What follows belongs to an exercise in optimizing a design on an open flow for small area; a production flow would make more cautious choices.
In this exercise RTL edits were held to simulation tests only and were not proved equivalent to the original.
The flow treats the clock pin as an ideal source. Dropping or thinning the clock tree relies on that and would not hold on a real chip.
Power is estimated from default activity; no workload was simulated.

Design TopModule, start of the top module:
module TopModule(
	input CLK1,
	input RST,
	output [7:0] HEX0,
	output [7:0] HEX1,
	output [7:0] HEX2,
	output [7:0] HEX3,
	output [7:0] HEX4,
	output [7:0] HEX5,
	input [1:0] BTN,
	output [9:0] LED,
	input [9:0] SW
	);
==> flow/config.mk <==
export PLATFORM = sky130hd
export DESIGN_NAME = TopModule
export DESIGN_NICKNAME = TopModule
export VERILOG_FILES = /design/flow/design.v
export SDC_FILE = /design/flow/constraint.sdc
export NUM_CORES = 4
export LEC_CHECK = 0
export CAP_MARGIN = 20
export CORE_MARGIN = 2
export CORE_UTILIZATION = 40
export SLEW_MARGIN = 20
==> flow/constraint.sdc <==
create_clock -name core_clock -period 20.0 [get_ports {CLK1}]
set_input_delay 4.0000 -clock core_clock [delete_from_list [all_inputs] [get_ports {CLK1}]]
set_output_delay 4.0000 -clock core_clock [all_outputs]
set_load 0.01 [all_outputs]
standard.sh (not shown) runs the stock make flow with config.mk's settings and CLKGATE_MAP_FILE= SYNTH_SCRIPT=/design/flow/synth_recipe.tcl, a recipe that flattens the netlist after the stock synthesis.
==> flow/flow/run.sh <==
#!/bin/bash
# Own layout flow: the standard synthesis script, with no half/full adder
# cells and no cell above the smallest drive, then the standard ORFS steps with
# area-oriented settings (smallest port buffers, cells downsized after
# floorplan, a small clock tree without dummy loads).
set -euo pipefail

# the platform's don't-use cells and every cell above the smallest drive
DONT_USE=$(tr '\n' ' ' < flow/dont_use.txt)

# The standard flow's synthesis script, with ABC mapping for area (flow/abc_override.tcl)
cat flow/abc_override.tcl synth_recipe.tcl > area_synth.tcl
AREA_ABC_SCRIPT=$PWD/flow/area.script bash standard.sh \
  "SYNTH_SCRIPT=$PWD/area_synth.tcl" \
  "DONT_USE_CELLS=$DONT_USE sky130_fd_sc_hd__ha_1 sky130_fd_sc_hd__fa_1" \
  "MIN_BUF_CELL_AND_PORTS=sky130_fd_sc_hd__buf_1 A X" \
  synth > synth.log 2>&1

bash standard.sh \
  "DONT_USE_CELLS=$DONT_USE" \
  "REMOVE_ABC_BUFFERS=1" \
  "SKIP_REPAIR_TIE_FANOUT=1" \
  "BUFFER_PORTS_ARGS=-buffer_cell sky130_fd_sc_hd__buf_1" \
  "CTS_ARGS=$(cat flow/cts_args.txt)" \
  "RECOVER_POWER=100" \
  "POST_CTS_TCL=$PWD/flow/clock_split.tcl" "CLOCK_SPLIT_COUNT=4" "CLOCK_SPLIT_CELL=sky130_fd_sc_hd__buf_4" \
  "POST_FLOORPLAN_TCL=$PWD/flow/downsize.tcl" \
  finish > finish.log 2>&1
==> flow/flow/area.script <==
strash
&get -n
&deepsyn -T 20
&dch -f
&nf -R 1000 -p
&put
topo
==> flow/flow/clock_split.tcl <==
# After CTS: rebuild the clock tree as CLOCK_SPLIT_COUNT buffers of type
# CLOCK_SPLIT_CELL, each driven by the clock port and driving the flip-flops of
# one part of the core (sinks halved alternately by x and y), placed at the middle of
# its sinks. The buffers CTS made are removed.
set block [ord::get_db_block]
set db [ord::get_db]
set clk [$block findNet CLK1]
set k $::env(CLOCK_SPLIT_COUNT)
set master [$db findMaster $::env(CLOCK_SPLIT_CELL)]

# collect the flip-flop clock pins below the port through the CTS buffers
set sinks {}
set bufs {}
set todo [list $clk]
while {[llength $todo]} {
  set n [lindex $todo 0]
  set todo [lrange $todo 1 end]
  foreach it [$n getITerms] {
    set inst [$it getInst]
    if {[string match "*clkbuf*" [[$inst getMaster] getName]] && [$it getIoType] eq "INPUT"} {
      lappend bufs $inst
      lappend todo [[$inst findITerm X] getNet]
    } elseif {[$it getIoType] eq "INPUT"} {
      lappend sinks $it
    }
  }
}
foreach b $bufs {
  set n [[$b findITerm X] getNet]
  foreach it [$n getITerms] { $it disconnect }
  foreach it [$b getITerms] { if {[$it getNet] ne "NULL"} { $it disconnect } }
  odb::dbInst_destroy $b
  if {$n ne $clk} { odb::dbNet_destroy $n }
}
foreach it $sinks { if {[$it getNet] ne "NULL"} { $it disconnect } }

# groups by recursive halving, alternately by x and by y
proc split_groups {items k axis} {
  if {$k <= 1} { return [list $items] }
  set keyed {}
  foreach it $items { lappend keyed [list [lindex [[$it getInst] getLocation] $axis] $it] }
  set keyed [lsort -integer -index 0 $keyed]
  set n [llength $keyed]
  set k1 [expr {$k / 2}]
  set cut [expr {$n * $k1 / $k}]
  set a {}; set b {}
  for {set i 0} {$i < $n} {incr i} {
    if {$i < $cut} { lappend a [lindex [lindex $keyed $i] 1] } else { lappend b [lindex [lindex $keyed $i] 1] }
  }
  return [concat [split_groups $a $k1 [expr {1 - $axis}]] [split_groups $b [expr {$k - $k1}] [expr {1 - $axis}]]]
}
set g 0
foreach group [split_groups $sinks $k 0] {
  set buf [odb::dbInst_create $block $master "clkbuf_split_$g"]
  set net [odb::dbNet_create $block "clknet_split_$g"]
  $net setSigType CLOCK
  [$buf findITerm A] connect $clk
  [$buf findITerm X] connect $net
  set sx 0; set sy 0
  foreach it $group {
    $it connect $net
    set loc [[$it getInst] getLocation]
    incr sx [lindex $loc 0]; incr sy [lindex $loc 1]
  }
  set m [llength $group]
  $buf setLocation [expr {$sx / $m}] [expr {$sy / $m}]
  $buf setPlacementStatus PLACED
  puts "clock_split: $::env(CLOCK_SPLIT_CELL) clkbuf_split_$g drives $m sinks"
  incr g
}
detailed_placement
estimate_parasitics -placement
Other scripts of this flow, unchanged in this note and not shown: flow/flow/abc_override.tcl, flow/flow/cts_args.txt, flow/flow/dont_use.txt, flow/flow/downsize.tcl
Change:
==> flow/flow/area.script (replaced) <==
strash
&get -n
&deepsyn -T 20
&put
dch -f
amap
topo
==> flow/flow/clock_split.tcl (replaced) <==
# After CTS: rebuild the clock tree as CLOCK_SPLIT_COUNT buffers of type
# CLOCK_SPLIT_CELL, each driven by the clock port and driving the flip-flops of
# one vertical strip of the core (sinks sorted by x), placed at the middle of
# its sinks. The buffers CTS made are removed.
set block [ord::get_db_block]
set db [ord::get_db]
set clk [$block findNet CLK1]
set k $::env(CLOCK_SPLIT_COUNT)
set master [$db findMaster $::env(CLOCK_SPLIT_CELL)]

# collect the flip-flop clock pins below the port through the CTS buffers
set sinks {}
set bufs {}
set todo [list $clk]
while {[llength $todo]} {
  set n [lindex $todo 0]
  set todo [lrange $todo 1 end]
  foreach it [$n getITerms] {
    set inst [$it getInst]
    if {[string match "*clkbuf*" [[$inst getMaster] getName]] && [$it getIoType] eq "INPUT"} {
      lappend bufs $inst
      lappend todo [[$inst findITerm X] getNet]
    } elseif {[$it getIoType] eq "INPUT"} {
      lappend sinks $it
    }
  }
}
foreach b $bufs {
  set n [[$b findITerm X] getNet]
  foreach it [$n getITerms] { $it disconnect }
  foreach it [$b getITerms] { if {[$it getNet] ne "NULL"} { $it disconnect } }
  odb::dbInst_destroy $b
  if {$n ne $clk} { odb::dbNet_destroy $n }
}
foreach it $sinks { if {[$it getNet] ne "NULL"} { $it disconnect } }

# strips by x
set keyed {}
foreach it $sinks { lappend keyed [list [lindex [[$it getInst] getLocation] 0] $it] }
set keyed [lsort -integer -index 0 $keyed]
set n [llength $keyed]
for {set g 0} {$g < $k} {incr g} {
  set lo [expr {$g * $n / $k}]
  set hi [expr {($g + 1) * $n / $k}]
  set buf [odb::dbInst_create $block $master "clkbuf_split_$g"]
  set net [odb::dbNet_create $block "clknet_split_$g"]
  $net setSigType CLOCK
  [$buf findITerm A] connect $clk
  [$buf findITerm X] connect $net
  set sx 0; set sy 0
  for {set i $lo} {$i < $hi} {incr i} {
    set it [lindex [lindex $keyed $i] 1]
    $it connect $net
    set loc [[$it getInst] getLocation]
    incr sx [lindex $loc 0]; incr sy [lindex $loc 1]
  }
  set m [expr {$hi - $lo}]
  $buf setLocation [expr {$sx / $m}] [expr {$sy / $m}]
  $buf setPlacementStatus PLACED
  puts "clock_split: $::env(CLOCK_SPLIT_CELL) clkbuf_split_$g drives $m sinks"
}
detailed_placement
estimate_parasitics -placement
=> The new run went through all stages and came out clean. Final area is lower by 0.56%. Worst setup slack gains 0.44 ns. Critical path depth is lower by 4. Global-route usage is higher by 1.4 points. Power is lower by 4.7%.
In every run of this note, the design's own scripts or RTL, not TritonCTS, make the clock network.

[re-timing with driven ports]
No port has a modelled driver above. Below, the same layouts with a new extraction and two added sets of constraints. Step 1, drivers: a clkbuf_16 drives CLK1 and a buf_2 each remaining input, both assumed. Step 2 times the ports against the registers' clock, not the clock port: input delays grow and output delays shrink by t, the midpoint of the rising clock arrivals with the driver on. Slacks: ideal / step 1 / step 2; pairs: ideal / step 1.
run	t (ns)	setup slack, ns	worst hold slack (ns)	worst data-port slew with drivers (ns)
the first run	0.185	14.219 / 14.242 / 14.056	0.475 / 0.475 / 0.475	0.03
the second run	0.185	14.656 / 14.614 / 14.542	0.450 / 0.450 / 0.450	0.04
After both steps every run listed still meets setup and hold. The setup slack of the first run, which loses most, moves by +0.023 ns with the drivers and by -0.163 ns with both steps.
